Source: an optimization exercise on an open RTL-to-GDS flow (aim: small area and a short achievable clock period). Production flows keep margins and buffers that such runs may drop. Only the layout flow was run in this run; the RTL was not checked for function there. Power and IR drop assume default switching activity.

==> flow/run.sh <==
#!/bin/bash
# The standard layout, with two changes:
# 1. The port buffers are plain buf_1 cells (the resizer may still resize
#    them) instead of the default choice.
# 2. Two passes: the first pass is the standard layout. The second pass
#    redoes the layout from detailed routing on: before it, the gates are
#    resized (sizing and pin swaps only) with the parasitics extracted from
#    the first pass's routed layout, then legalized and globally routed again
#    (flow/postroute_resize.tcl, a PRE_DETAIL_ROUTE hook).
# Each tool's output goes to a log file of its own in this folder.
set -euo pipefail
HERE=$(pwd)
MARGIN=5.2
PORTS="BUFFER_PORTS_ARGS=-buffer_cell sky130_fd_sc_hd__buf_1"
RES=$HERE/orfs/results/$FLOW_PLATFORM/SCPU/base

bash standard.sh "$PORTS" "SETUP_SLACK_MARGIN=$MARGIN" finish > standard_pass1.log 2>&1
mkdir -p pass1
cp $RES/6_final.spef pass1/6_final.spef
cp out/final.def pass1/final.def
rm -f out/final.def
for f in $RES/5_2_route.odb $RES/5_3_fillcell.odb $RES/5_route.odb $RES/5_route.sdc $RES/6_*; do rm -f $f; done
export POSTROUTE_SPEF=$HERE/pass1/6_final.spef
bash standard.sh "$PORTS" "SETUP_SLACK_MARGIN=$MARGIN" "PRE_DETAIL_ROUTE_TCL=$HERE/flow/postroute_resize.tcl" finish > standard_pass2.log 2>&1
==> flow/postroute_resize.tcl <==
# PRE_DETAIL_ROUTE hook of the second layout pass: resize gates with the
# parasitics extracted from the first pass's routed layout (same netlist), so
# that timing repair sees real wires rather than estimates; then legalize and
# route globally again before the detailed routing.
if { [info exists ::env(POSTROUTE_SPEF)] && [file exists $::env(POSTROUTE_SPEF)] } {
  source $::env(PLATFORM_DIR)/setRC.tcl
  set_propagated_clock [all_clocks]
  estimate_parasitics -placement
  read_spef $::env(POSTROUTE_SPEF)
  puts "post-route resize: worst slack before [worst_slack -max]"
  if { [env_var_exists_and_non_empty DONT_USE_CELLS] } {
    set_dont_use $::env(DONT_USE_CELLS)
  }
  repair_timing -setup -setup_margin $::env(SETUP_SLACK_MARGIN) -sequence "sizeup,swap" \
    -match_cell_footprint -verbose
  puts "post-route resize: worst slack after [worst_slack -max]"
  set_placement_padding -global \
    -left $::env(CELL_PAD_IN_SITES_DETAIL_PLACEMENT) \
    -right $::env(CELL_PAD_IN_SITES_DETAIL_PLACEMENT)
  detailed_placement
  check_placement -verbose
  source $::env(FASTROUTE_TCL)
  global_route -congestion_report_file $::env(REPORTS_DIR)/congestion_postroute_resize.rpt \
    {*}$::env(GLOBAL_ROUTE_ARGS)
}
==> standard.sh <==
#!/bin/bash
# synth_recipe.tcl (not shown) runs the flow's synth.tcl, then flattens the netlist and writes it again
# the make line also repeats each setting of config.mk as NAME=value (left out here)
make -C /OpenROAD-flow-scripts/flow DESIGN_CONFIG=/design/flow/config.mk WORK_HOME=/design/flow/orfs CLKGATE_MAP_FILE= SYNTH_SCRIPT=/design/flow/synth_recipe.tcl "${@:-finish}"
==> config.mk <==
export PLATFORM = sky130hd
export DESIGN_NAME = SCPU
export DESIGN_NICKNAME = SCPU
export VERILOG_FILES = /design/flow/design.v
export SDC_FILE = /design/flow/constraint.sdc
export NUM_CORES = 8
export LEC_CHECK = 0
export ABC_AREA = 1
export CAP_MARGIN = 10
export CORE_MARGIN = 2
export CORE_UTILIZATION = 40
export CTS_CLUSTER_DIAMETER = 100
export CTS_CLUSTER_SIZE = 25
export SLEW_MARGIN = 10
export SYNTH_HIERARCHICAL = 1
export SYNTH_MINIMUM_KEEP_SIZE = 0
export TNS_END_PERCENT = 20
==> constraint.sdc <==
create_clock -name core_clock -period 8.0 [get_ports {clk}]
set_input_delay 1.6000 -clock core_clock [delete_from_list [all_inputs] [get_ports {clk}]]
set_output_delay 1.6000 -clock core_clock [all_outputs]
set_load 0.01 [all_outputs]
==> design.v <==
module SCPU(clk, rst_n, in_valid, instruction, MEM_out, busy, out_valid, out0, out1, out2, out3, out4, out5, out6, out7, out8, out9, out10, out11, out12, out13, out14, out15, WEN, ADDR, MEM_in);
input clk, rst_n, in_valid;
input [18:0] instruction;
input [15:0] MEM_out;
output busy, out_valid, WEN;
output [12:0] ADDR;
output [15:0] MEM_in;
output reg [15:0] out0, out1, out2, out3, out4, out5, out6, out7, out8, out9, out10, out11, out12, out13, out14, out15;
assign busy = 1'b0;
wire [15:0] rdA, rdB;
wire [3:0] s0_n, s10_n, s11_n;
wire c4_n, c80_n, c81_n;
wire [4:0] ahp1_n;
wire [255:0] xi_s1_r = {out15, out14, out13, out12, out11, out10, out9, out8, out7, out6, out5, out4, out3, out2, out1, out0};
wire [18:0] xi_s1_ins = instruction;
wire [15:0] xo_s1_rda;
assign rdA = xo_s1_rda;
wire [15:0] xo_s1_rdb;
assign rdB = xo_s1_rdb;
wire [3:0] xo_s1_s0;
assign s0_n = xo_s1_s0;
wire  xo_s1_c4;
assign c4_n = xo_s1_c4;
wire [3:0] xo_s1_s10;
assign s10_n = xo_s1_s10;
wire  xo_s1_c80;
assign c80_n = xo_s1_c80;
wire [3:0] xo_s1_s11;
assign s11_n = xo_s1_s11;
wire  xo_s1_c81;
assign c81_n = xo_s1_c81;
wire [4:0] xo_s1_ahp1;
assign ahp1_n = xo_s1_ahp1;
if (1) begin : s1
  wire [255:0] r = xi_s1_r;
  wire [18:0] ins = xi_s1_ins;
  wire [15:0] rda;
  assign xo_s1_rda = rda;
  wire [15:0] rdb;
  assign xo_s1_rdb = rdb;
  wire [3:0] s0;
  assign xo_s1_s0 = s0;
  wire  c4;
  assign xo_s1_c4 = c4;
  wire [3:0] s10;
  assign xo_s1_s10 = s10;
  wire  c80;
  assign xo_s1_c80 = c80;
  wire [3:0] s11;
  assign xo_s1_s11 = s11;
  wire  c81;
  assign xo_s1_c81 = c81;
  wire [4:0] ahp1;
  assign xo_s1_ahp1 = ahp1;
wire [15:0] sa = 16'd1 << ins[15:12];
wire [15:0] sb = 16'd1 << ins[11:8];
wire [15:0] sa0, sa1, sb0, sb1;
scpu_dec4 da0(.a(ins[15:12]), .y(sa0));
scpu_dec4 da1(.a(ins[15:12]), .y(sa1));
scpu_dec4 db0(.a(ins[11:8]), .y(sb0));
scpu_dec4 db1(.a(ins[11:8]), .y(sb1));
reg [15:0] ta, tb;
integer i;
always @(*) begin
  ta = 16'd0; tb = 16'd0;
  for (i = 0; i < 16; i = i + 1) begin
    ta = ta | (r[16*i +: 16] & {{8{sa1[i]}}, {8{sa0[i]}}});
    tb = tb | (r[16*i +: 16] & {{8{sb1[i]}}, {8{sb0[i]}}});
  end
end
assign rda = ta;
assign rdb = tb;
wire [7:0] ag = ta[7:0] & ins[7:0];
wire [7:0] at = ta[7:0] | ins[7:0];
wire [7:0] ap = ta[7:0] ^ ins[7:0];
assign s0 = ap[3:0] ^ {(ag[0] & at[1] & at[2]) | (ag[1] & at[2]) | (ag[2]), (ag[0] & at[1]) | (ag[1]), (ag[0]), 1'b0};
assign c4 = (ag[0] & at[1] & at[2] & at[3]) | (ag[1] & at[2] & at[3]) | (ag[2] & at[3]) | (ag[3]);
assign s10 = ap[7:4] ^ {(ag[4] & at[5] & at[6]) | (ag[5] & at[6]) | (ag[6]), (ag[4] & at[5]) | (ag[5]), (ag[4]), 1'b0};
assign c80 = (ag[4] & at[5] & at[6] & at[7]) | (ag[5] & at[6] & at[7]) | (ag[6] & at[7]) | (ag[7]);
assign s11 = ap[7:4] ^ {(at[4] & at[5] & at[6]) | (ag[4] & at[5] & at[6]) | (ag[5] & at[6]) | (ag[6]), (at[4] & at[5]) | (ag[4] & at[5]) | (ag[5]), (at[4]) | (ag[4]), (1'b1)};
assign c81 = (at[4] & at[5] & at[6] & at[7]) | (ag[4] & at[5] & at[6] & at[7]) | (ag[5] & at[6] & at[7]) | (ag[6] & at[7]) | (ag[7]);
assign ahp1 = ta[12:8] ^ {&ta[11:8], &ta[10:8], &ta[9:8], ta[8], 1'b1};
end
reg v1, wen_r;
reg [2:0] op1;
reg [11:0] f1;
reg [15:0] A, B;
reg [3:0] s0_r, s10_r, s11_r;
reg c4_r, c80_r, c81_r;
reg [4:0] ahp1_r;
always @(posedge clk or negedge rst_n)
  if (!rst_n) begin v1 <= 1'b0; wen_r <= 1'b1; end
  else begin v1 <= in_valid; wen_r <= ~(in_valid & (instruction[18:16] == 3'd5)); end
always @(posedge clk) begin
  op1 <= instruction[18:16];
  f1 <= instruction[11:0];
  A <= rdA;
  B <= rdB;
  s0_r <= s0_n; s10_r <= s10_n; s11_r <= s11_n;
  c4_r <= c4_n; c80_r <= c80_n; c81_r <= c81_n;
  ahp1_r <= ahp1_n;
end
assign WEN = wen_r;
wire [4:0] hx1 = c81_r ? ahp1_r : A[12:8];
wire [4:0] hx0 = c80_r ? ahp1_r : A[12:8];
wire [8:0] ahi;
scpu_amux u_amux(.s(c4_r), .a({hx0, s10_r}), .b({hx1, s11_r}), .y(ahi));
assign ADDR = {ahi, s0_r};
assign MEM_in = B;
wire [86:0] mrow;
wire [15:0] r1_n;
wire r2b_n;
wire [15:0] xi_s2_a = A;
wire [15:0] xi_s2_b = B;
wire [2:0] xi_s2_op = op1;
wire [7:0] xi_s2_f = f1[7:0];
wire [86:0] xo_s2_m;
assign mrow = xo_s2_m;
wire [15:0] xo_s2_r1;
assign r1_n = xo_s2_r1;
wire  xo_s2_r2b;
assign r2b_n = xo_s2_r2b;
if (1) begin : s2
  wire [15:0] a = xi_s2_a;
  wire [15:0] b = xi_s2_b;
  wire [2:0] op = xi_s2_op;
  wire [7:0] f = xi_s2_f;
  wire [86:0] m;
  assign xo_s2_m = m;
  wire [15:0] r1;
  assign xo_s2_r1 = r1;
  wire  r2b;
  assign xo_s2_r2b = r2b;
wire [16:0] bx = {b, 1'b0};
wire [16:0] ax = {a[15], a};
wire [7:0] one, two, ng, nsx;
assign one[0] = bx[1] ^ bx[0];
assign two[0] = (bx[2] & ~bx[1] & ~bx[0]) | (~bx[2] & bx[1] & bx[0]);
assign ng[0] = bx[2];
assign one[1] = bx[3] ^ bx[2];
assign two[1] = (bx[4] & ~bx[3] & ~bx[2]) | (~bx[4] & bx[3] & bx[2]);
assign ng[1] = bx[4];
assign one[2] = bx[5] ^ bx[4];
assign two[2] = (bx[6] & ~bx[5] & ~bx[4]) | (~bx[6] & bx[5] & bx[4]);
assign ng[2] = bx[6];
assign one[3] = bx[7] ^ bx[6];
assign two[3] = (bx[8] & ~bx[7] & ~bx[6]) | (~bx[8] & bx[7] & bx[6]);
assign ng[3] = bx[8];
assign one[4] = bx[9] ^ bx[8];
assign two[4] = (bx[10] & ~bx[9] & ~bx[8]) | (~bx[10] & bx[9] & bx[8]);
assign ng[4] = bx[10];
assign one[5] = bx[11] ^ bx[10];
assign two[5] = (bx[12] & ~bx[11] & ~bx[10]) | (~bx[12] & bx[11] & bx[10]);
assign ng[5] = bx[12];
assign one[6] = bx[13] ^ bx[12];
assign two[6] = (bx[14] & ~bx[13] & ~bx[12]) | (~bx[14] & bx[13] & bx[12]);
assign ng[6] = bx[14];
assign one[7] = bx[15] ^ bx[14];
assign two[7] = (bx[16] & ~bx[15] & ~bx[14]) | (~bx[16] & bx[15] & bx[14]);
assign ng[7] = bx[16];
wire [16:0] pp0 = (({17{one[0]}} & ax) | ({17{two[0]}} & {ax[15:0], 1'b0})) ^ {17{ng[0]}};
assign nsx[0] = ~pp0[16];
wire [16:0] pp1 = (({17{one[1]}} & ax) | ({17{two[1]}} & {ax[15:0], 1'b0})) ^ {17{ng[1]}};
assign nsx[1] = ~pp1[16];
wire [16:0] pp2 = (({17{one[2]}} & ax) | ({17{two[2]}} & {ax[15:0], 1'b0})) ^ {17{ng[2]}};
assign nsx[2] = ~pp2[16];
wire [16:0] pp3 = (({17{one[3]}} & ax) | ({17{two[3]}} & {ax[15:0], 1'b0})) ^ {17{ng[3]}};
assign nsx[3] = ~pp3[16];
wire [16:0] pp4 = (({17{one[4]}} & ax) | ({17{two[4]}} & {ax[15:0], 1'b0})) ^ {17{ng[4]}};
assign nsx[4] = ~pp4[16];
wire [16:0] pp5 = (({17{one[5]}} & ax) | ({17{two[5]}} & {ax[15:0], 1'b0})) ^ {17{ng[5]}};
assign nsx[5] = ~pp5[16];
wire [16:0] pp6 = (({17{one[6]}} & ax) | ({17{two[6]}} & {ax[15:0], 1'b0})) ^ {17{ng[6]}};
assign nsx[6] = ~pp6[16];
wire [16:0] pp7 = (({17{one[7]}} & ax) | ({17{two[7]}} & {ax[15:0], 1'b0})) ^ {17{ng[7]}};
assign nsx[7] = ~pp7[16];
wire mhs0, mhc0, mhs1, mhc1, mfs0, mfc0, mhs2, mhc2, mfs1, mfc1, mhs3, mhc3, mfs2, mfc2, mfs3, mfc3, mhs4, mhc4, mfs4, mfc4, mfs5, mfc5, mhs5, mhc5, mfs6, mfc6, mfs7, mfc7, mhs6, mhc6, mfs8, mfc8, mfs9, mfc9, mhs7, mhc7, mfs10, mfc10, mfs11, mfc11, mhs8, mhc8, mfs12, mfc12, mfs13, mfc13, mfs14, mfc14, mhs9, mhc9, mhs10, mhc10, mhs11, mhc11, mfs15, mfc15, mhs12, mhc12, mfs16, mfc16, mhs13, mhc13, mfs17, mfc17, mfs18, mfc18, mfs19, mfc19, mfs20, mfc20, mfs21, mfc21, mfs22, mfc22, mfs23, mfc23, mfs24, mfc24, mfs25, mfc25, mfs26, mfc26, mfs27, mfc27, mfs28, mfc28, mfs29, mfc29, mfs30, mfc30, mfs31, mfc31, mfs32, mfc32, mfs33, mfc33, mfs34, mfc34, mfs35, mfc35, mfs36, mfc36, mfs37, mfc37, mfs38, mfc38, mfs39, mfc39, mfs40, mfc40, mfs41, mfc41, mfs42, mfc42, mfs43, mfc43, mhs14, mhc14, mfs44, mfc44, mhs15, mhc15, mhs16, mhc16, mhs17, mhc17, mfs45, mfc45, mfs46, mfc46, mfs47, mfc47, mfs48, mfc48, mfs49, mfc49, mfs50, mfc50, mfs51, mfc51, mfs52, mfc52, mfs53, mfc53, mfs54, mfc54, mfs55, mfc55, mfs56, mfc56, mfs57, mfc57, mfs58, mfc58, mfs59, mfc59, mfs60, mfc60, mfs61, mfc61, mfs62, mfc62, mfs63, mfc63, mfs64, mfc64, mfs65, mfc65, mhs18, mhc18;
assign mhs0 = pp0[10] ^ pp1[8];
assign mhc0 = pp0[10] & pp1[8];
assign mhs1 = pp0[11] ^ pp1[9];
assign mhc1 = pp0[11] & pp1[9];
assign mfs0 = pp0[12] ^ pp1[10] ^ pp2[8];
assign mfc0 = (pp0[12] & pp1[10]) | (pp0[12] & pp2[8]) | (pp1[10] & pp2[8]);
assign mhs2 = pp3[6] ^ pp4[4];
assign mhc2 = pp3[6] & pp4[4];
assign mfs1 = pp0[13] ^ pp1[11] ^ pp2[9];
assign mfc1 = (pp0[13] & pp1[11]) | (pp0[13] & pp2[9]) | (pp1[11] & pp2[9]);
assign mhs3 = pp3[7] ^ pp4[5];
assign mhc3 = pp3[7] & pp4[5];
assign mfs2 = pp0[14] ^ pp1[12] ^ pp2[10];
assign mfc2 = (pp0[14] & pp1[12]) | (pp0[14] & pp2[10]) | (pp1[12] & pp2[10]);
assign mfs3 = pp3[8] ^ pp4[6] ^ pp5[4];
assign mfc3 = (pp3[8] & pp4[6]) | (pp3[8] & pp5[4]) | (pp4[6] & pp5[4]);
assign mhs4 = pp6[2] ^ pp7[0];
assign mhc4 = pp6[2] & pp7[0];
assign mfs4 = pp0[15] ^ pp1[13] ^ pp2[11];
assign mfc4 = (pp0[15] & pp1[13]) | (pp0[15] & pp2[11]) | (pp1[13] & pp2[11]);
assign mfs5 = pp3[9] ^ pp4[7] ^ pp5[5];
assign mfc5 = (pp3[9] & pp4[7]) | (pp3[9] & pp5[5]) | (pp4[7] & pp5[5]);
assign mhs5 = pp6[3] ^ pp7[1];
assign mhc5 = pp6[3] & pp7[1];
assign mfs6 = pp0[16] ^ pp1[14] ^ pp2[12];
assign mfc6 = (pp0[16] & pp1[14]) | (pp0[16] & pp2[12]) | (pp1[14] & pp2[12]);
assign mfs7 = pp3[10] ^ pp4[8] ^ pp5[6];
assign mfc7 = (pp3[10] & pp4[8]) | (pp3[10] & pp5[6]) | (pp4[8] & pp5[6]);
assign mhs6 = pp6[4] ^ pp7[2];
assign mhc6 = pp6[4] & pp7[2];
assign mfs8 = pp0[16] ^ pp1[15] ^ pp2[13];
assign mfc8 = (pp0[16] & pp1[15]) | (pp0[16] & pp2[13]) | (pp1[15] & pp2[13]);
assign mfs9 = pp3[11] ^ pp4[9] ^ pp5[7];
assign mfc9 = (pp3[11] & pp4[9]) | (pp3[11] & pp5[7]) | (pp4[9] & pp5[7]);
assign mhs7 = pp6[5] ^ pp7[3];
assign mhc7 = pp6[5] & pp7[3];
assign mfs10 = nsx[0] ^ nsx[1] ^ pp2[14];
assign mfc10 = (nsx[0] & nsx[1]) | (nsx[0] & pp2[14]) | (nsx[1] & pp2[14]);
assign mfs11 = pp3[12] ^ pp4[10] ^ pp5[8];
assign mfc11 = (pp3[12] & pp4[10]) | (pp3[12] & pp5[8]) | (pp4[10] & pp5[8]);
assign mhs8 = pp6[6] ^ pp7[4];
assign mhc8 = pp6[6] & pp7[4];
assign mfs12 = 1'b1 ^ pp2[15] ^ pp3[13];
assign mfc12 = (1'b1 & pp2[15]) | (1'b1 & pp3[13]) | (pp2[15] & pp3[13]);
assign mfs13 = pp4[11] ^ pp5[9] ^ pp6[7];
assign mfc13 = (pp4[11] & pp5[9]) | (pp4[11] & pp6[7]) | (pp5[9] & pp6[7]);
assign mfs14 = nsx[2] ^ pp3[14] ^ pp4[12];
assign mfc14 = (nsx[2] & pp3[14]) | (nsx[2] & pp4[12]) | (pp3[14] & pp4[12]);
assign mhs9 = 1'b1 ^ pp3[15];
assign mhc9 = 1'b1 & pp3[15];
assign mhs10 = pp0[6] ^ pp1[4];
assign mhc10 = pp0[6] & pp1[4];
assign mhs11 = pp0[7] ^ pp1[5];
assign mhc11 = pp0[7] & pp1[5];
assign mfs15 = pp0[8] ^ pp1[6] ^ pp2[4];
assign mfc15 = (pp0[8] & pp1[6]) | (pp0[8] & pp2[4]) | (pp1[6] & pp2[4]);
assign mhs12 = pp3[2] ^ pp4[0];
assign mhc12 = pp3[2] & pp4[0];
assign mfs16 = pp0[9] ^ pp1[7] ^ pp2[5];
assign mfc16 = (pp0[9] & pp1[7]) | (pp0[9] & pp2[5]) | (pp1[7] & pp2[5]);
assign mhs13 = pp3[3] ^ pp4[1];
assign mhc13 = pp3[3] & pp4[1];
assign mfs17 = pp2[6] ^ pp3[4] ^ pp4[2];
assign mfc17 = (pp2[6] & pp3[4]) | (pp2[6] & pp4[2]) | (pp3[4] & pp4[2]);
assign mfs18 = pp5[0] ^ ng[5] ^ mhs0;
assign mfc18 = (pp5[0] & ng[5]) | (pp5[0] & mhs0) | (ng[5] & mhs0);
assign mfs19 = pp2[7] ^ pp3[5] ^ pp4[3];
assign mfc19 = (pp2[7] & pp3[5]) | (pp2[7] & pp4[3]) | (pp3[5] & pp4[3]);
assign mfs20 = pp5[1] ^ mhc0 ^ mhs1;
assign mfc20 = (pp5[1] & mhc0) | (pp5[1] & mhs1) | (mhc0 & mhs1);
assign mfs21 = pp5[2] ^ pp6[0] ^ ng[6];
assign mfc21 = (pp5[2] & pp6[0]) | (pp5[2] & ng[6]) | (pp6[0] & ng[6]);
assign mfs22 = mhc1 ^ mfs0 ^ mhs2;
assign mfc22 = (mhc1 & mfs0) | (mhc1 & mhs2) | (mfs0 & mhs2);
assign mfs23 = pp5[3] ^ pp6[1] ^ mfc0;
assign mfc23 = (pp5[3] & pp6[1]) | (pp5[3] & mfc0) | (pp6[1] & mfc0);
assign mfs24 = mhc2 ^ mfs1 ^ mhs3;
assign mfc24 = (mhc2 & mfs1) | (mhc2 & mhs3) | (mfs1 & mhs3);
assign mfs25 = ng[7] ^ mfc1 ^ mhc3;
assign mfc25 = (ng[7] & mfc1) | (ng[7] & mhc3) | (mfc1 & mhc3);
assign mfs26 = mfs2 ^ mfs3 ^ mhs4;
assign mfc26 = (mfs2 & mfs3) | (mfs2 & mhs4) | (mfs3 & mhs4);
assign mfs27 = mfc2 ^ mfc3 ^ mhc4;
assign mfc27 = (mfc2 & mfc3) | (mfc2 & mhc4) | (mfc3 & mhc4);
assign mfs28 = mfs4 ^ mfs5 ^ mhs5;
assign mfc28 = (mfs4 & mfs5) | (mfs4 & mhs5) | (mfs5 & mhs5);
assign mfs29 = mfc4 ^ mfc5 ^ mhc5;
assign mfc29 = (mfc4 & mfc5) | (mfc4 & mhc5) | (mfc5 & mhc5);
assign mfs30 = mfs6 ^ mfs7 ^ mhs6;
assign mfc30 = (mfs6 & mfs7) | (mfs6 & mhs6) | (mfs7 & mhs6);
assign mfs31 = mfc6 ^ mfc7 ^ mhc6;
assign mfc31 = (mfc6 & mfc7) | (mfc6 & mhc6) | (mfc7 & mhc6);
assign mfs32 = mfs8 ^ mfs9 ^ mhs7;
assign mfc32 = (mfs8 & mfs9) | (mfs8 & mhs7) | (mfs9 & mhs7);
assign mfs33 = mfc8 ^ mfc9 ^ mhc7;
assign mfc33 = (mfc8 & mfc9) | (mfc8 & mhc7) | (mfc9 & mhc7);
assign mfs34 = mfs10 ^ mfs11 ^ mhs8;
assign mfc34 = (mfs10 & mfs11) | (mfs10 & mhs8) | (mfs11 & mhs8);
assign mfs35 = pp7[5] ^ mfc10 ^ mfc11;
assign mfc35 = (pp7[5] & mfc10) | (pp7[5] & mfc11) | (mfc10 & mfc11);
assign mfs36 = mhc8 ^ mfs12 ^ mfs13;
assign mfc36 = (mhc8 & mfs12) | (mhc8 & mfs13) | (mfs12 & mfs13);
assign mfs37 = pp5[10] ^ pp6[8] ^ pp7[6];
assign mfc37 = (pp5[10] & pp6[8]) | (pp5[10] & pp7[6]) | (pp6[8] & pp7[6]);
assign mfs38 = mfc12 ^ mfc13 ^ mfs14;
assign mfc38 = (mfc12 & mfc13) | (mfc12 & mfs14) | (mfc13 & mfs14);
assign mfs39 = pp4[13] ^ pp5[11] ^ pp6[9];
assign mfc39 = (pp4[13] & pp5[11]) | (pp4[13] & pp6[9]) | (pp5[11] & pp6[9]);
assign mfs40 = pp7[7] ^ mfc14 ^ mhs9;
assign mfc40 = (pp7[7] & mfc14) | (pp7[7] & mhs9) | (mfc14 & mhs9);
assign mfs41 = nsx[3] ^ pp4[14] ^ pp5[12];
assign mfc41 = (nsx[3] & pp4[14]) | (nsx[3] & pp5[12]) | (pp4[14] & pp5[12]);
assign mfs42 = pp6[10] ^ pp7[8] ^ mhc9;
assign mfc42 = (pp6[10] & pp7[8]) | (pp6[10] & mhc9) | (pp7[8] & mhc9);
assign mfs43 = 1'b1 ^ pp4[15] ^ pp5[13];
assign mfc43 = (1'b1 & pp4[15]) | (1'b1 & pp5[13]) | (pp4[15] & pp5[13]);
assign mhs14 = pp6[11] ^ pp7[9];
assign mhc14 = pp6[11] & pp7[9];
assign mfs44 = nsx[4] ^ pp5[14] ^ pp6[12];
assign mfc44 = (nsx[4] & pp5[14]) | (nsx[4] & pp6[12]) | (pp5[14] & pp6[12]);
assign mhs15 = 1'b1 ^ pp5[15];
assign mhc15 = 1'b1 & pp5[15];
assign mhs16 = pp0[4] ^ pp1[2];
assign mhc16 = pp0[4] & pp1[2];
assign mhs17 = pp0[5] ^ pp1[3];
assign mhc17 = pp0[5] & pp1[3];
assign mfs45 = pp2[2] ^ pp3[0] ^ ng[3];
assign mfc45 = (pp2[2] & pp3[0]) | (pp2[2] & ng[3]) | (pp3[0] & ng[3]);
assign mfs46 = pp2[3] ^ pp3[1] ^ mhc10;
assign mfc46 = (pp2[3] & pp3[1]) | (pp2[3] & mhc10) | (pp3[1] & mhc10);
assign mfs47 = ng[4] ^ mhc11 ^ mfs15;
assign mfc47 = (ng[4] & mhc11) | (ng[4] & mfs15) | (mhc11 & mfs15);
assign mfs48 = mfc15 ^ mhc12 ^ mfs16;
assign mfc48 = (mfc15 & mhc12) | (mfc15 & mfs16) | (mhc12 & mfs16);
assign mfs49 = mfc16 ^ mhc13 ^ mfs17;
assign mfc49 = (mfc16 & mhc13) | (mfc16 & mfs17) | (mhc13 & mfs17);
assign mfs50 = mfc17 ^ mfc18 ^ mfs19;
assign mfc50 = (mfc17 & mfc18) | (mfc17 & mfs19) | (mfc18 & mfs19);
assign mfs51 = mfc19 ^ mfc20 ^ mfs21;
assign mfc51 = (mfc19 & mfc20) | (mfc19 & mfs21) | (mfc20 & mfs21);
assign mfs52 = mfc21 ^ mfc22 ^ mfs23;
assign mfc52 = (mfc21 & mfc22) | (mfc21 & mfs23) | (mfc22 & mfs23);
assign mfs53 = mfc23 ^ mfc24 ^ mfs25;
assign mfc53 = (mfc23 & mfc24) | (mfc23 & mfs25) | (mfc24 & mfs25);
assign mfs54 = mfc25 ^ mfc26 ^ mfs27;
assign mfc54 = (mfc25 & mfc26) | (mfc25 & mfs27) | (mfc26 & mfs27);
assign mfs55 = mfc27 ^ mfc28 ^ mfs29;
assign mfc55 = (mfc27 & mfc28) | (mfc27 & mfs29) | (mfc28 & mfs29);
assign mfs56 = mfc29 ^ mfc30 ^ mfs31;
assign mfc56 = (mfc29 & mfc30) | (mfc29 & mfs31) | (mfc30 & mfs31);
assign mfs57 = mfc31 ^ mfc32 ^ mfs33;
assign mfc57 = (mfc31 & mfc32) | (mfc31 & mfs33) | (mfc32 & mfs33);
assign mfs58 = mfc33 ^ mfc34 ^ mfs35;
assign mfc58 = (mfc33 & mfc34) | (mfc33 & mfs35) | (mfc34 & mfs35);
assign mfs59 = mfc35 ^ mfc36 ^ mfs37;
assign mfc59 = (mfc35 & mfc36) | (mfc35 & mfs37) | (mfc36 & mfs37);
assign mfs60 = mfc37 ^ mfc38 ^ mfs39;
assign mfc60 = (mfc37 & mfc38) | (mfc37 & mfs39) | (mfc38 & mfs39);
assign mfs61 = mfc39 ^ mfc40 ^ mfs41;
assign mfc61 = (mfc39 & mfc40) | (mfc39 & mfs41) | (mfc40 & mfs41);
assign mfs62 = mfc41 ^ mfc42 ^ mfs43;
assign mfc62 = (mfc41 & mfc42) | (mfc41 & mfs43) | (mfc42 & mfs43);
assign mfs63 = pp7[10] ^ mfc43 ^ mhc14;
assign mfc63 = (pp7[10] & mfc43) | (pp7[10] & mhc14) | (mfc43 & mhc14);
assign mfs64 = pp6[13] ^ pp7[11] ^ mfc44;
assign mfc64 = (pp6[13] & pp7[11]) | (pp6[13] & mfc44) | (pp7[11] & mfc44);
assign mfs65 = nsx[5] ^ pp6[14] ^ pp7[12];
assign mfc65 = (nsx[5] & pp6[14]) | (nsx[5] & pp7[12]) | (pp6[14] & pp7[12]);
assign mhs18 = 1'b1 ^ pp6[15];
assign mhc18 = 1'b1 & pp6[15];
assign m = {1'b1, nsx[7], pp7[15], 1'b1, mhc18, pp7[14], nsx[6], mhs18, mfc65, pp7[13], mfs65, mfc64, mhc15, mfs64, mfc63, mhs15, mfs63, mfc62, mfs44, mfs62, mfc61, mhs14, mfs61, mfc60, mfs42, mfs60, mfc59, mfs40, mfs59, mfc58, mfs38, mfs58, mfc57, mfs36, mfs57, mfc56, mfs34, mfs56, mfc55, mfs32, mfs55, mfc54, mfs30, mfs54, mfc53, mfs28, mfs53, mfc52, mfs26, mfs52, mfc51, mfs24, mfs51, mfc50, mfs22, mfs50, mfc49, mfs20, mfs49, mfc48, mfs18, mfs48, mfc47, mhs13, mfs47, mfc46, mhs12, mfs46, mfc45, mhs11, mfs45, mhc17, mhs10, mhs17, mhc16, pp2[1], mhs16, ng[2], pp2[0], pp1[1], pp0[3], ng[1], pp1[0], pp0[2], pp0[1], ng[0], pp0[0]};
wire [3:0] func = f[3:0];
wire sub = ((op == 3'd0) & (func == 4'd4)) | (op == 3'd4);
wire [15:0] y0 = (op == 3'd0) ? b : {{8{f[7]}}, f};
wire [15:0] sum;
wire [15:0] yx = y0 ^ {16{sub}};
wire [15:0] ad_g = a & yx;
wire [15:0] ad_t = a | yx;
wire [15:0] ad_p = a ^ yx;
wire ad_c0 = sub;
wire ad_G0 = ad_g[0] | (ad_t[0] & ad_c0);
wire ad_G0_1 = ad_g[1] | (ad_t[1] & ad_G0);
wire ad_G0_3 = ad_g[3] | (ad_t[3] & ad_g[2]);
wire ad_T0_3 = ad_t[3] & ad_t[2];
wire ad_G0_5 = ad_g[5] | (ad_t[5] & ad_g[4]);
wire ad_T0_5 = ad_t[5] & ad_t[4];
wire ad_G0_7 = ad_g[7] | (ad_t[7] & ad_g[6]);
wire ad_T0_7 = ad_t[7] & ad_t[6];
wire ad_G0_9 = ad_g[9] | (ad_t[9] & ad_g[8]);
wire ad_T0_9 = ad_t[9] & ad_t[8];
wire ad_G0_11 = ad_g[11] | (ad_t[11] & ad_g[10]);
wire ad_T0_11 = ad_t[11] & ad_t[10];
wire ad_G0_13 = ad_g[13] | (ad_t[13] & ad_g[12]);
wire ad_T0_13 = ad_t[13] & ad_t[12];
wire ad_G0_15 = ad_g[15] | (ad_t[15] & ad_g[14]);
wire ad_T0_15 = ad_t[15] & ad_t[14];
wire ad_G1_2 = ad_g[2] | (ad_t[2] & ad_G0_1);
wire ad_G1_3 = ad_G0_3 | (ad_T0_3 & ad_G0_1);
wire ad_G1_6 = ad_g[6] | (ad_t[6] & ad_G0_5);
wire ad_T1_6 = ad_t[6] & ad_T0_5;
wire ad_G1_7 = ad_G0_7 | (ad_T0_7 & ad_G0_5);
wire ad_T1_7 = ad_T0_7 & ad_T0_5;
wire ad_G1_10 = ad_g[10] | (ad_t[10] & ad_G0_9);
wire ad_T1_10 = ad_t[10] & ad_T0_9;
wire ad_G1_11 = ad_G0_11 | (ad_T0_11 & ad_G0_9);
wire ad_T1_11 = ad_T0_11 & ad_T0_9;
wire ad_G1_14 = ad_g[14] | (ad_t[14] & ad_G0_13);
wire ad_T1_14 = ad_t[14] & ad_T0_13;
wire ad_G1_15 = ad_G0_15 | (ad_T0_15 & ad_G0_13);
wire ad_T1_15 = ad_T0_15 & ad_T0_13;
wire ad_G2_4 = ad_g[4] | (ad_t[4] & ad_G1_3);
wire ad_G2_5 = ad_G0_5 | (ad_T0_5 & ad_G1_3);
wire ad_G2_6 = ad_G1_6 | (ad_T1_6 & ad_G1_3);
wire ad_G2_7 = ad_G1_7 | (ad_T1_7 & ad_G1_3);
wire ad_G2_12 = ad_g[12] | (ad_t[12] & ad_G1_11);
wire ad_T2_12 = ad_t[12] & ad_T1_11;
wire ad_G2_13 = ad_G0_13 | (ad_T0_13 & ad_G1_11);
wire ad_T2_13 = ad_T0_13 & ad_T1_11;
wire ad_G2_14 = ad_G1_14 | (ad_T1_14 & ad_G1_11);
wire ad_T2_14 = ad_T1_14 & ad_T1_11;
wire ad_G2_15 = ad_G1_15 | (ad_T1_15 & ad_G1_11);
wire ad_T2_15 = ad_T1_15 & ad_T1_11;
wire ad_G3_8 = ad_g[8] | (ad_t[8] & ad_G2_7);
wire ad_G3_9 = ad_G0_9 | (ad_T0_9 & ad_G2_7);
wire ad_G3_10 = ad_G1_10 | (ad_T1_10 & ad_G2_7);
wire ad_G3_11 = ad_G1_11 | (ad_T1_11 & ad_G2_7);
wire ad_G3_12 = ad_G2_12 | (ad_T2_12 & ad_G2_7);
wire ad_G3_13 = ad_G2_13 | (ad_T2_13 & ad_G2_7);
wire ad_G3_14 = ad_G2_14 | (ad_T2_14 & ad_G2_7);
wire ad_G3_15 = ad_G2_15 | (ad_T2_15 & ad_G2_7);
assign sum = ad_p ^ {ad_G3_14, ad_G3_13, ad_G3_12, ad_G3_11, ad_G3_10, ad_G3_9, ad_G3_8, ad_G2_7, ad_G2_6, ad_G2_5, ad_G2_4, ad_G1_3, ad_G1_2, ad_G0_1, ad_G0, ad_c0};
wire eq = (a == b);
wire signed [15:0] sa = a, sb = b;
wire lt = (sa < sb);
wire cmp = (op == 3'd2) ? eq : lt;
reg [15:0] t;
always @(*) begin
  t = 16'd0;
  case (op)
    3'd0: case (func)
            4'd0: t = a & b;
            4'd1: t = a | b;
            4'd2: t = a ^ b;
            4'd3, 4'd4: t = sum;
            default: t = 16'd0;
          endcase
    3'd3, 3'd4: t = sum;
    default: t = {15'd0, cmp};
  endcase
end
assign r1 = t;
assign r2b = ~cmp;
end
reg v2, we1, we2, ld2, mul2, ov, r2b_r;
reg [3:0] d1, d2;
reg [15:0] r1_r;
reg q0_0, q0_1, q1_0, q2_0, q2_1, q2_2, q3_0, q3_1, q4_0, q4_1, q4_2, q5_0, q5_1, q5_2, q6_0, q6_1, q6_2, q7_0, q7_1, q7_2, q8_0, q8_1, q8_2, q9_0, q9_1, q9_2, q10_0, q10_1, q10_2, q11_0, q11_1, q11_2, q12_0, q12_1, q12_2, q13_0, q13_1, q13_2, q14_0, q14_1, q14_2, q15_0, q15_1, q15_2, q16_0, q16_1, q16_2, q17_0, q17_1, q17_2, q18_0, q18_1, q18_2, q19_0, q19_1, q19_2, q20_0, q20_1, q20_2, q21_0, q21_1, q21_2, q22_0, q22_1, q22_2, q23_0, q23_1, q23_2, q24_0, q24_1, q24_2, q25_0, q25_1, q25_2, q26_0, q26_1, q26_2, q27_0, q27_1, q27_2, q28_0, q28_1, q28_2, q29_0, q29_1, q30_0, q31_0;
always @(posedge clk or negedge rst_n)
  if (!rst_n) begin v2 <= 1'b0; we1 <= 1'b0; we2 <= 1'b0; end
  else begin
    v2 <= v1;
    we1 <= v1 & (op1 != 3'd5);
    we2 <= v1 & ((op1 == 3'd1) | (op1 == 3'd2) | (op1 == 3'd7));
  end
always @(posedge clk) begin
  ld2 <= (op1 == 3'd6);
  mul2 <= (op1 == 3'd1);
  d1 <= ((op1 == 3'd3) | (op1 == 3'd4) | (op1 == 3'd6)) ? f1[11:8] : f1[7:4];
  d2 <= f1[3:0];
  r1_r <= r1_n;
  r2b_r <= r2b_n;
  q0_0 <= mrow[0];
  q0_1 <= mrow[1];
  q1_0 <= mrow[2];
  q2_0 <= mrow[3];
  q2_1 <= mrow[4];
  q2_2 <= mrow[5];
  q3_0 <= mrow[6];
  q3_1 <= mrow[7];
  q4_0 <= mrow[8];
  q4_1 <= mrow[9];
  q4_2 <= mrow[10];
  q5_0 <= mrow[11];
  q5_1 <= mrow[12];
  q5_2 <= mrow[13];
  q6_0 <= mrow[14];
  q6_1 <= mrow[15];
  q6_2 <= mrow[16];
  q7_0 <= mrow[17];
  q7_1 <= mrow[18];
  q7_2 <= mrow[19];
  q8_0 <= mrow[20];
  q8_1 <= mrow[21];
  q8_2 <= mrow[22];
  q9_0 <= mrow[23];
  q9_1 <= mrow[24];
  q9_2 <= mrow[25];
  q10_0 <= mrow[26];
  q10_1 <= mrow[27];
  q10_2 <= mrow[28];
  q11_0 <= mrow[29];
  q11_1 <= mrow[30];
  q11_2 <= mrow[31];
  q12_0 <= mrow[32];
  q12_1 <= mrow[33];
  q12_2 <= mrow[34];
  q13_0 <= mrow[35];
  q13_1 <= mrow[36];
  q13_2 <= mrow[37];
  q14_0 <= mrow[38];
  q14_1 <= mrow[39];
  q14_2 <= mrow[40];
  q15_0 <= mrow[41];
  q15_1 <= mrow[42];
  q15_2 <= mrow[43];
  q16_0 <= mrow[44];
  q16_1 <= mrow[45];
  q16_2 <= mrow[46];
  q17_0 <= mrow[47];
  q17_1 <= mrow[48];
  q17_2 <= mrow[49];
  q18_0 <= mrow[50];
  q18_1 <= mrow[51];
  q18_2 <= mrow[52];
  q19_0 <= mrow[53];
  q19_1 <= mrow[54];
  q19_2 <= mrow[55];
  q20_0 <= mrow[56];
  q20_1 <= mrow[57];
  q20_2 <= mrow[58];
  q21_0 <= mrow[59];
  q21_1 <= mrow[60];
  q21_2 <= mrow[61];
  q22_0 <= mrow[62];
  q22_1 <= mrow[63];
  q22_2 <= mrow[64];
  q23_0 <= mrow[65];
  q23_1 <= mrow[66];
  q23_2 <= mrow[67];
  q24_0 <= mrow[68];
  q24_1 <= mrow[69];
  q24_2 <= mrow[70];
  q25_0 <= mrow[71];
  q25_1 <= mrow[72];
  q25_2 <= mrow[73];
  q26_0 <= mrow[74];
  q26_1 <= mrow[75];
  q26_2 <= mrow[76];
  q27_0 <= mrow[77];
  q27_1 <= mrow[78];
  q27_2 <= mrow[79];
  q28_0 <= mrow[80];
  q28_1 <= mrow[81];
  q28_2 <= mrow[82];
  q29_0 <= mrow[83];
  q29_1 <= mrow[84];
  q30_0 <= mrow[85];
  q31_0 <= mrow[86];
end
wire [255:0] nrf;
wire [86:0] xi_s3_q = {q31_0, q30_0, q29_1, q29_0, q28_2, q28_1, q28_0, q27_2, q27_1, q27_0, q26_2, q26_1, q26_0, q25_2, q25_1, q25_0, q24_2, q24_1, q24_0, q23_2, q23_1, q23_0, q22_2, q22_1, q22_0, q21_2, q21_1, q21_0, q20_2, q20_1, q20_0, q19_2, q19_1, q19_0, q18_2, q18_1, q18_0, q17_2, q17_1, q17_0, q16_2, q16_1, q16_0, q15_2, q15_1, q15_0, q14_2, q14_1, q14_0, q13_2, q13_1, q13_0, q12_2, q12_1, q12_0, q11_2, q11_1, q11_0, q10_2, q10_1, q10_0, q9_2, q9_1, q9_0, q8_2, q8_1, q8_0, q7_2, q7_1, q7_0, q6_2, q6_1, q6_0, q5_2, q5_1, q5_0, q4_2, q4_1, q4_0, q3_1, q3_0, q2_2, q2_1, q2_0, q1_0, q0_1, q0_0};
wire [15:0] xi_s3_r1 = r1_r;
wire  xi_s3_r2b = r2b_r;
wire  xi_s3_mul = mul2;
wire  xi_s3_ld = ld2;
wire  xi_s3_we1 = we1;
wire  xi_s3_we2 = we2;
wire [3:0] xi_s3_d1 = d1;
wire [3:0] xi_s3_d2 = d2;
wire [15:0] xi_s3_mo = MEM_out;
wire [255:0] xi_s3_r = {out15, out14, out13, out12, out11, out10, out9, out8, out7, out6, out5, out4, out3, out2, out1, out0};
wire [255:0] xo_s3_nr;
assign nrf = xo_s3_nr;
if (1) begin : s3
  wire [86:0] q = xi_s3_q;
  wire [15:0] r1 = xi_s3_r1;
  wire  r2b = xi_s3_r2b;
  wire  mul = xi_s3_mul;
  wire  ld = xi_s3_ld;
  wire  we1 = xi_s3_we1;
  wire  we2 = xi_s3_we2;
  wire [3:0] d1 = xi_s3_d1;
  wire [3:0] d2 = xi_s3_d2;
  wire [15:0] mo = xi_s3_mo;
  wire [255:0] r = xi_s3_r;
  wire [255:0] nr;
  assign xo_s3_nr = nr;
wire q0_0 = q[0];
wire q0_1 = q[1];
wire q1_0 = q[2];
wire q2_0 = q[3];
wire q2_1 = q[4];
wire q2_2 = q[5];
wire q3_0 = q[6];
wire q3_1 = q[7];
wire q4_0 = q[8];
wire q4_1 = q[9];
wire q4_2 = q[10];
wire q5_0 = q[11];
wire q5_1 = q[12];
wire q5_2 = q[13];
wire q6_0 = q[14];
wire q6_1 = q[15];
wire q6_2 = q[16];
wire q7_0 = q[17];
wire q7_1 = q[18];
wire q7_2 = q[19];
wire q8_0 = q[20];
wire q8_1 = q[21];
wire q8_2 = q[22];
wire q9_0 = q[23];
wire q9_1 = q[24];
wire q9_2 = q[25];
wire q10_0 = q[26];
wire q10_1 = q[27];
wire q10_2 = q[28];
wire q11_0 = q[29];
wire q11_1 = q[30];
wire q11_2 = q[31];
wire q12_0 = q[32];
wire q12_1 = q[33];
wire q12_2 = q[34];
wire q13_0 = q[35];
wire q13_1 = q[36];
wire q13_2 = q[37];
wire q14_0 = q[38];
wire q14_1 = q[39];
wire q14_2 = q[40];
wire q15_0 = q[41];
wire q15_1 = q[42];
wire q15_2 = q[43];
wire q16_0 = q[44];
wire q16_1 = q[45];
wire q16_2 = q[46];
wire q17_0 = q[47];
wire q17_1 = q[48];
wire q17_2 = q[49];
wire q18_0 = q[50];
wire q18_1 = q[51];
wire q18_2 = q[52];
wire q19_0 = q[53];
wire q19_1 = q[54];
wire q19_2 = q[55];
wire q20_0 = q[56];
wire q20_1 = q[57];
wire q20_2 = q[58];
wire q21_0 = q[59];
wire q21_1 = q[60];
wire q21_2 = q[61];
wire q22_0 = q[62];
wire q22_1 = q[63];
wire q22_2 = q[64];
wire q23_0 = q[65];
wire q23_1 = q[66];
wire q23_2 = q[67];
wire q24_0 = q[68];
wire q24_1 = q[69];
wire q24_2 = q[70];
wire q25_0 = q[71];
wire q25_1 = q[72];
wire q25_2 = q[73];
wire q26_0 = q[74];
wire q26_1 = q[75];
wire q26_2 = q[76];
wire q27_0 = q[77];
wire q27_1 = q[78];
wire q27_2 = q[79];
wire q28_0 = q[80];
wire q28_1 = q[81];
wire q28_2 = q[82];
wire q29_0 = q[83];
wire q29_1 = q[84];
wire q30_0 = q[85];
wire q31_0 = q[86];
wire fhs0, fhc0, fhs1, fhc1, ffs0, ffc0, ffs1, ffc1, ffs2, ffc2, ffs3, ffc3, ffs4, ffc4, ffs5, ffc5, ffs6, ffc6, ffs7, ffc7, ffs8, ffc8, ffs9, ffc9, ffs10, ffc10, ffs11, ffc11, ffs12, ffc12, ffs13, ffc13, ffs14, ffc14, ffs15, ffc15, ffs16, ffc16, ffs17, ffc17, ffs18, ffc18, ffs19, ffc19, ffs20, ffc20, ffs21, ffc21, ffs22, ffc22, ffs23, ffc23, ffs24, ffc24, fhs2, fhc2;
assign fhs0 = q2_0 ^ q2_1;
assign fhc0 = q2_0 & q2_1;
assign fhs1 = q3_0 ^ q3_1;
assign fhc1 = q3_0 & q3_1;
assign ffs0 = q4_0 ^ q4_1 ^ q4_2;
assign ffc0 = (q4_0 & q4_1) | (q4_0 & q4_2) | (q4_1 & q4_2);
assign ffs1 = q5_0 ^ q5_1 ^ q5_2;
assign ffc1 = (q5_0 & q5_1) | (q5_0 & q5_2) | (q5_1 & q5_2);
assign ffs2 = q6_0 ^ q6_1 ^ q6_2;
assign ffc2 = (q6_0 & q6_1) | (q6_0 & q6_2) | (q6_1 & q6_2);
assign ffs3 = q7_0 ^ q7_1 ^ q7_2;
assign ffc3 = (q7_0 & q7_1) | (q7_0 & q7_2) | (q7_1 & q7_2);
assign ffs4 = q8_0 ^ q8_1 ^ q8_2;
assign ffc4 = (q8_0 & q8_1) | (q8_0 & q8_2) | (q8_1 & q8_2);
assign ffs5 = q9_0 ^ q9_1 ^ q9_2;
assign ffc5 = (q9_0 & q9_1) | (q9_0 & q9_2) | (q9_1 & q9_2);
assign ffs6 = q10_0 ^ q10_1 ^ q10_2;
assign ffc6 = (q10_0 & q10_1) | (q10_0 & q10_2) | (q10_1 & q10_2);
assign ffs7 = q11_0 ^ q11_1 ^ q11_2;
assign ffc7 = (q11_0 & q11_1) | (q11_0 & q11_2) | (q11_1 & q11_2);
assign ffs8 = q12_0 ^ q12_1 ^ q12_2;
assign ffc8 = (q12_0 & q12_1) | (q12_0 & q12_2) | (q12_1 & q12_2);
assign ffs9 = q13_0 ^ q13_1 ^ q13_2;
assign ffc9 = (q13_0 & q13_1) | (q13_0 & q13_2) | (q13_1 & q13_2);
assign ffs10 = q14_0 ^ q14_1 ^ q14_2;
assign ffc10 = (q14_0 & q14_1) | (q14_0 & q14_2) | (q14_1 & q14_2);
assign ffs11 = q15_0 ^ q15_1 ^ q15_2;
assign ffc11 = (q15_0 & q15_1) | (q15_0 & q15_2) | (q15_1 & q15_2);
assign ffs12 = q16_0 ^ q16_1 ^ q16_2;
assign ffc12 = (q16_0 & q16_1) | (q16_0 & q16_2) | (q16_1 & q16_2);
assign ffs13 = q17_0 ^ q17_1 ^ q17_2;
assign ffc13 = (q17_0 & q17_1) | (q17_0 & q17_2) | (q17_1 & q17_2);
assign ffs14 = q18_0 ^ q18_1 ^ q18_2;
assign ffc14 = (q18_0 & q18_1) | (q18_0 & q18_2) | (q18_1 & q18_2);
assign ffs15 = q19_0 ^ q19_1 ^ q19_2;
assign ffc15 = (q19_0 & q19_1) | (q19_0 & q19_2) | (q19_1 & q19_2);
assign ffs16 = q20_0 ^ q20_1 ^ q20_2;
assign ffc16 = (q20_0 & q20_1) | (q20_0 & q20_2) | (q20_1 & q20_2);
assign ffs17 = q21_0 ^ q21_1 ^ q21_2;
assign ffc17 = (q21_0 & q21_1) | (q21_0 & q21_2) | (q21_1 & q21_2);
assign ffs18 = q22_0 ^ q22_1 ^ q22_2;
assign ffc18 = (q22_0 & q22_1) | (q22_0 & q22_2) | (q22_1 & q22_2);
assign ffs19 = q23_0 ^ q23_1 ^ q23_2;
assign ffc19 = (q23_0 & q23_1) | (q23_0 & q23_2) | (q23_1 & q23_2);
assign ffs20 = q24_0 ^ q24_1 ^ q24_2;
assign ffc20 = (q24_0 & q24_1) | (q24_0 & q24_2) | (q24_1 & q24_2);
assign ffs21 = q25_0 ^ q25_1 ^ q25_2;
assign ffc21 = (q25_0 & q25_1) | (q25_0 & q25_2) | (q25_1 & q25_2);
assign ffs22 = q26_0 ^ q26_1 ^ q26_2;
assign ffc22 = (q26_0 & q26_1) | (q26_0 & q26_2) | (q26_1 & q26_2);
assign ffs23 = q27_0 ^ q27_1 ^ q27_2;
assign ffc23 = (q27_0 & q27_1) | (q27_0 & q27_2) | (q27_1 & q27_2);
assign ffs24 = q28_0 ^ q28_1 ^ q28_2;
assign ffc24 = (q28_0 & q28_1) | (q28_0 & q28_2) | (q28_1 & q28_2);
assign fhs2 = q29_0 ^ q29_1;
assign fhc2 = q29_0 & q29_1;
wire [31:0] fs = {q31_0, q30_0, ffc24, ffc23, ffc22, ffc21, ffc20, ffc19, ffc18, ffc17, ffc16, ffc15, ffc14, ffc13, ffc12, ffc11, ffc10, ffc9, ffc8, ffc7, ffc6, ffc5, ffc4, ffc3, ffc2, ffc1, ffc0, fhc1, fhc0, q2_2, q1_0, q0_0};
wire [31:0] fc = {1'b0, fhc2, fhs2, ffs24, ffs23, ffs22, ffs21, ffs20, ffs19, ffs18, ffs17, ffs16, ffs15, ffs14, ffs13, ffs12, ffs11, ffs10, ffs9, ffs8, ffs7, ffs6, ffs5, ffs4, ffs3, ffs2, ffs1, ffs0, fhs1, fhs0, 1'b0, q0_1};
wire [31:0] p = fs + fc;
wire [15:0] x1 = ld ? mo : r1;
wire [15:0] w1a, w2a, w1b, w2b;
scpu_wmux u_wa(.mul(mul), .p(p), .x1(x1), .r2b(r2b), .w1(w1a), .w2(w2a));
scpu_wmux u_wb(.mul(mul), .p(p), .x1(x1), .r2b(r2b), .w1(w1b), .w2(w2b));
genvar g;
for (g = 0; g < 16; g = g + 1) begin : wb
  wire s2 = we2 && d2 == g;
  wire s1 = we1 && d1 == g && !s2;
  wire h = !(s1 | s2);
  genvar k;
  for (k = 0; k < 16; k = k + 1) begin : bt
    scpu_wbit u(.s2(s2), .w2(g < 8 ? w2a[k] : w2b[k]), .s1(s1), .w1(g < 8 ? w1a[k] : w1b[k]), .h(h), .q(r[16*g+k]), .d(nr[16*g+k]));
  end
end
end
assign out_valid = ov;
always @(posedge clk or negedge rst_n)
  if (!rst_n) begin
    ov <= 1'b0;
    out0 <= 16'd0;
    out1 <= 16'd0;
    out2 <= 16'd0;
    out3 <= 16'd0;
    out4 <= 16'd0;
    out5 <= 16'd0;
    out6 <= 16'd0;
    out7 <= 16'd0;
    out8 <= 16'd0;
    out9 <= 16'd0;
    out10 <= 16'd0;
    out11 <= 16'd0;
    out12 <= 16'd0;
    out13 <= 16'd0;
    out14 <= 16'd0;
    out15 <= 16'd0;
  end else begin
    ov <= v2;
    out0 <= nrf[15:0];
    out1 <= nrf[31:16];
    out2 <= nrf[47:32];
    out3 <= nrf[63:48];
    out4 <= nrf[79:64];
    out5 <= nrf[95:80];
    out6 <= nrf[111:96];
    out7 <= nrf[127:112];
    out8 <= nrf[143:128];
    out9 <= nrf[159:144];
    out10 <= nrf[175:160];
    out11 <= nrf[191:176];
    out12 <= nrf[207:192];
    out13 <= nrf[223:208];
    out14 <= nrf[239:224];
    out15 <= nrf[255:240];
  end
endmodule
module scpu_wmux(mul, p, x1, r2b, w1, w2);
input mul, r2b;
input [31:0] p;
input [15:0] x1;
output [15:0] w1, w2;
assign w1 = mul ? p[31:16] : x1;
assign w2 = mul ? p[15:0] : {15'd0, r2b};
endmodule
module scpu_amux(s, a, b, y);
input s;
input [8:0] a, b;
output [8:0] y;
assign y = s ? b : a;
endmodule
module scpu_dec4(a, y);
input [3:0] a;
output [15:0] y;
assign y = 16'd1 << a;
endmodule
module scpu_wbit(s2, w2, s1, w1, h, q, d);
input s2, w2, s1, w1, h, q;
output d;
assign d = (s2 & w2) | (s1 & w1) | (h & q);
endmodule
==> results.rst <==
.. list-table::
   :header-rows: 1

   * - Metric
     - Value
   * - Outcome
     - no timing/DRC/antenna violations
   * - Count of nets after finishing
     - ~4600
   * - Distinct cell type count of the synthesized netlist
     - 57
   * - Number of buffers inserted during clock tree synthesis
     - 25
   * - Pwr Density
     - between 500 and 600 mW/mm²
   * - Crit path kind
     - reg2out
   * - Primary FF master, synth
     - sky130_fd_sc_hd__dfrtp_1
   * - Worst clock skew on the final layout
     - 0.04520 ns
   * - Hold Fails Final Rpt
     - 0
   * - Detailed placement HPWL
     - around 100000 µm
   * - Area growth from synthesis to layout
     - 29.14%
   * - Routed Antenna Nets
     - 0
   * - Hold slack final
     - ~0.37 ns
   * - Via count of the first global-routing pass
     - about 30000
   * - Count of maximum capacitance violations
     - 0
   * - FF-to-FF End
     - out9[5]
   * - Utilization after layout
     - 51.99%
   * - Final worst-path cycle share
     - 40.02%
   * - Commonest cells after routing, fill and taps aside
     - 1395 x sky130_fd_sc_hd__nand2_1, 322 x sky130_fd_sc_hd__nand3_1, 243 x sky130_fd_sc_hd__inv_1
   * - Maximum number of pins on one net before global-route repair
     - approximately 110
   * - Number of I/O port buffers
     - 324
   * - Worst Slack Setup Final
     - 4.798 ns
   * - Standard-cell row count
     - 99
   * - DIE HEIGHT
     - roughly 270 µm
   * - Worst reg2reg setup slack
     - 5.03 ns
   * - Path depth of the worst reg2reg path
     - 11
   * - Library cell used as clock root buffer
     - sky130_fd_sc_hd__clkbuf_16
   * - Startpoint types
     - register
   * - RePlAce Congestion
     - 1.032
   * - Worst EP arrival
     - about 1.6 ns
   * - Worst hold path endpoint
     - ov
   * - Starting utilization of the core area
     - 40.26%
   * - Worst hold stages
     - 0
   * - Placement Cell Area
     - 0.03161 mm²
   * - Setup slack after placement
     - 3.380 ns
   * - Peak VDD IR
     - between 0.4 and 0.5 mV
   * - Cell area after synthesis
     - 0.02922 mm²
   * - DRT Pass-1 Iters
     - 6
   * - Crit. End Element
     - output port
   * - RR Startpoint
     - q16_0
   * - Clock Latency Late Sink
     - 0.63 ns
   * - Leakage power summed over all cells
     - approximately 17 nW
   * - Synthesis-stage register bit count
     - 441
   * - Share of layout cells above drive strength 1
     - 26.69%
   * - Die span in x
     - 274.3 µm
   * - Post-route cell area
     - 0.03774 mm²
   * - Unrepaired setup endpoints after global routing
     - true
   * - Wire length per cell
     - 26.26 µm
   * - Max-slew violation count
     - 0
   * - Clock tree sinks
     - 441
   * - Source of the worst hold timing path
     - v2
   * - Global-route wire length before repair
     - approximately 200000 µm
   * - Mapped Nets
     - 4213
   * - Fill count
     - roughly 7100
   * - Number of placed I/O pins
     - 326
   * - Number of placed instances, taps included
     - between 5000 and 6000
   * - H-Tree Depth
     - 1
   * - Async set or reset register ratio after synthesis
     - 59.41%
   * - Clock tree from TritonCTS
     - done
   * - CP Max Fanout
     - 3
   * - Proportion of synthesized chip area in sequential cells
     - 34.70%
   * - Worst EP required
     - 6.40 ns
   * - Non-filler cells in the finished layout
     - 5347
   * - Routed WL
     - 140400 µm
   * - Relative slew margins
     - approximately a tenth
   * - Max Clk Rate
     - 312.3 MHz
   * - Total setup violations reported at the end of the flow
     - 0
   * - Buffer depth of the longest clock path
     - 3
   * - Syn. warnings
     - 7
   * - Overall Power
     - between 20 and 25 mW
   * - Number of enable-type register cells in the synthesized netlist
     - 0
   * - Worst hold path class
     - reg2reg
   * - Most frequent standard cell in the layout excluding fill and tap cells
     - sky130_fd_sc_hd__nand2_1
   * - Antenna violations before repair
     - 7
   * - GRT Overall Usage
     - a little over a third
   * - Grt total ovfl
     - 0
   * - Vias after detailed routing
     - around 32000
   * - # hold bufs at CTS
     - 0
   * - Full die area
     - 0.07524 mm²
   * - Worst-path clk slew
     - 0.11 ns
   * - Drt first-iter violations
     - 4161
   * - Gate count of the mapped netlist
     - 3941
   * - Core box area
     - 0.07259 mm²
   * - Clock period minus final worst setup slack
     - 3.202 ns
   * - Sum Neg Setup Slack
     - 0 ns
   * - Syn_area_per_cell
     - between 7 and 8 µm²
   * - Slew at the pin with the worst max-slew slack
     - 1.352 ns
   * - Detailed-route DRC error count
     - 0
   * - Vias per inst
     - approximately 6
per-module statistics from Yosys (local to each module, per instance):
module | area, µm² | flops+latches | cells
scpu_wbit | 16.27 | 0 | 4
SCPU | 23720 | 441 | 2594
scpu_amux | 116.4 | 0 | 29
scpu_wmux | 357.8 | 0 | 87
scpu_dec4 | 126.4 | 0 | 30
power breakdown:
| part | internal, mW | switching, mW |
|---|---|---|
| Sequential | 3.42 | 1.74 |
| Clock | 0.627 | 0.893 |
| Combinational | 5.49 | 8.47 |
area by class of cell:
type | count | area, µm² | share of cell area, %
repair buffers | 526 | 3944 | 10.45
clock buffers | 35 | 673.1 | 1.784
multi-input cells | 3054 | 19800 | 52.47
repair inverters | 5 | 43.79 | 0.1160
clock inverters | 11 | 135.1 | 0.3581
flip-flops and latches | 441 | 10530 | 27.89
diodes | 1 | 2.502 | 0.006631
well taps | 959 | 1200 | 3.179
inverters | 315 | 1413 | 3.743
how the worst max path moves through the flow:
stage | cells past startpoint | start | to | slack [ns]
final | 5 | A[12] | ADDR[12] | 4.80
after global routing | 5 | A[12] | ADDR[12] | 4.80
after CTS | 5 | A[12] | ADDR[12] | 4.84
after detailed placement | 11 | instruction[15] | s0_r[3] | 3.38
after global placement | 15 | instruction[15] | c81_r | 3.46
after floorplan | 16 | instruction[15] | c81_r | 4.73
sequential cells by signal, summed over array words and instances (netlist names), 16 cells and up:
signal  count
out8       16
out14      16
out10      16
out0       16
out2       16
out13      16
out12      16
out3       16
out5       16
B          16
out15      16
out11      16
A          16
r1_r       16
out6       16
out4       16
out7       16
out9       16
out1       16
critical path: stages, from the launching register on:
cell and delay [ns]:
sky130_fd_sc_hd__dfxtp_4 0.46, sky130_fd_sc_hd__clkinv_8 0.08, sky130_fd_sc_hd__o21ai_2 0.12, sky130_fd_sc_hd__nand2_1 0.07, sky130_fd_sc_hd__nand2_2 0.11, sky130_fd_sc_hd__buf_6 0.11
cells in the mapped netlist (all sizes together) (46+ instances only):
| cell type | n | area (µm²) |
|---|---|---|
| dfrtp | 261 | 6531 |
| ha | 142 | 1777 |
| o22ai | 131 | 819.5 |
| a21oi | 72 | 364.1 |
| buf | 58 | 357.9 |
| clkbuf | 76 | 285.3 |
| nand2 | 1507 | 5672 |
| fa | 92 | 1842 |
| nand3 | 353 | 1767 |
| inv | 298 | 1131 |
| nand4 | 46 | 287.8 |
| a221oi | 70 | 613.1 |
| o21ai | 88 | 444.2 |
| dfxtp | 179 | 3583 |
| nor2 | 202 | 775.7 |
| xor2 | 151 | 1323 |
what timing repair did:
item / in CTS / in global routing
cloned: 11 / 0
resized for setup: 508 / 218
pin swaps: 88 / 102
endpoints found under the setup margin: 655 / 600
buffers inserted: 111 / 31
cells by family (layout without fill, tap and decap cells):
logic type / Yosys count / in the layout / synth area share [%]
AND/OR/NAND/NOR: 2162 / 2165 / 30.22
XOR/XNOR: 172 / 172 / 5.155
AO/OA/AOI/OAI: 463 / 463 / 10.51
other: 1 / 2 / 0.01283
buffers and inverters: 449 / 892 / 6.290
flip-flops: 441 / 441 / 34.70
multiplexers: 19 / 19 / 0.7279
adder cells (fa/ha/maj): 234 / 234 / 12.38
routing by layer:
metal	GRT usage (%)	routed length [µm]
met5	0	0
met4	14.27	7532
met3	8.503	16500
met2	55.44	61710
met1	48.63	54660

-- separate check: timing with driven ports --
The flow's constraints put no driver on any port. The routed layout listed below was extracted and timed again, unchanged, in two steps.
Step 1 assumes that a clkbuf_16 drives the clock port and a buf_2 every other input.
Step 2 adds t to the input delays and takes it off the output delays; t is the mean of the earliest and latest rising clock arrival at the registers after step 1. Input paths then give back, and output paths get back, about the clock's delay inside the block.
a / b / c = ideal ports / drivers / drivers and shift; a / b = the first two.
t, ns: 0.679
setup WS [ns]: 4.798 / 4.731 / 4.205
hold slack, ns: 0.368 / 0.368 / 0.368
worst setup path after step 2: input to register
pins driven straight from the clock port: 1
After both steps this run still meets setup and hold. For this run, drivers alone change the setup slack by -0.067 ns; drivers and shift together by -0.593 ns.
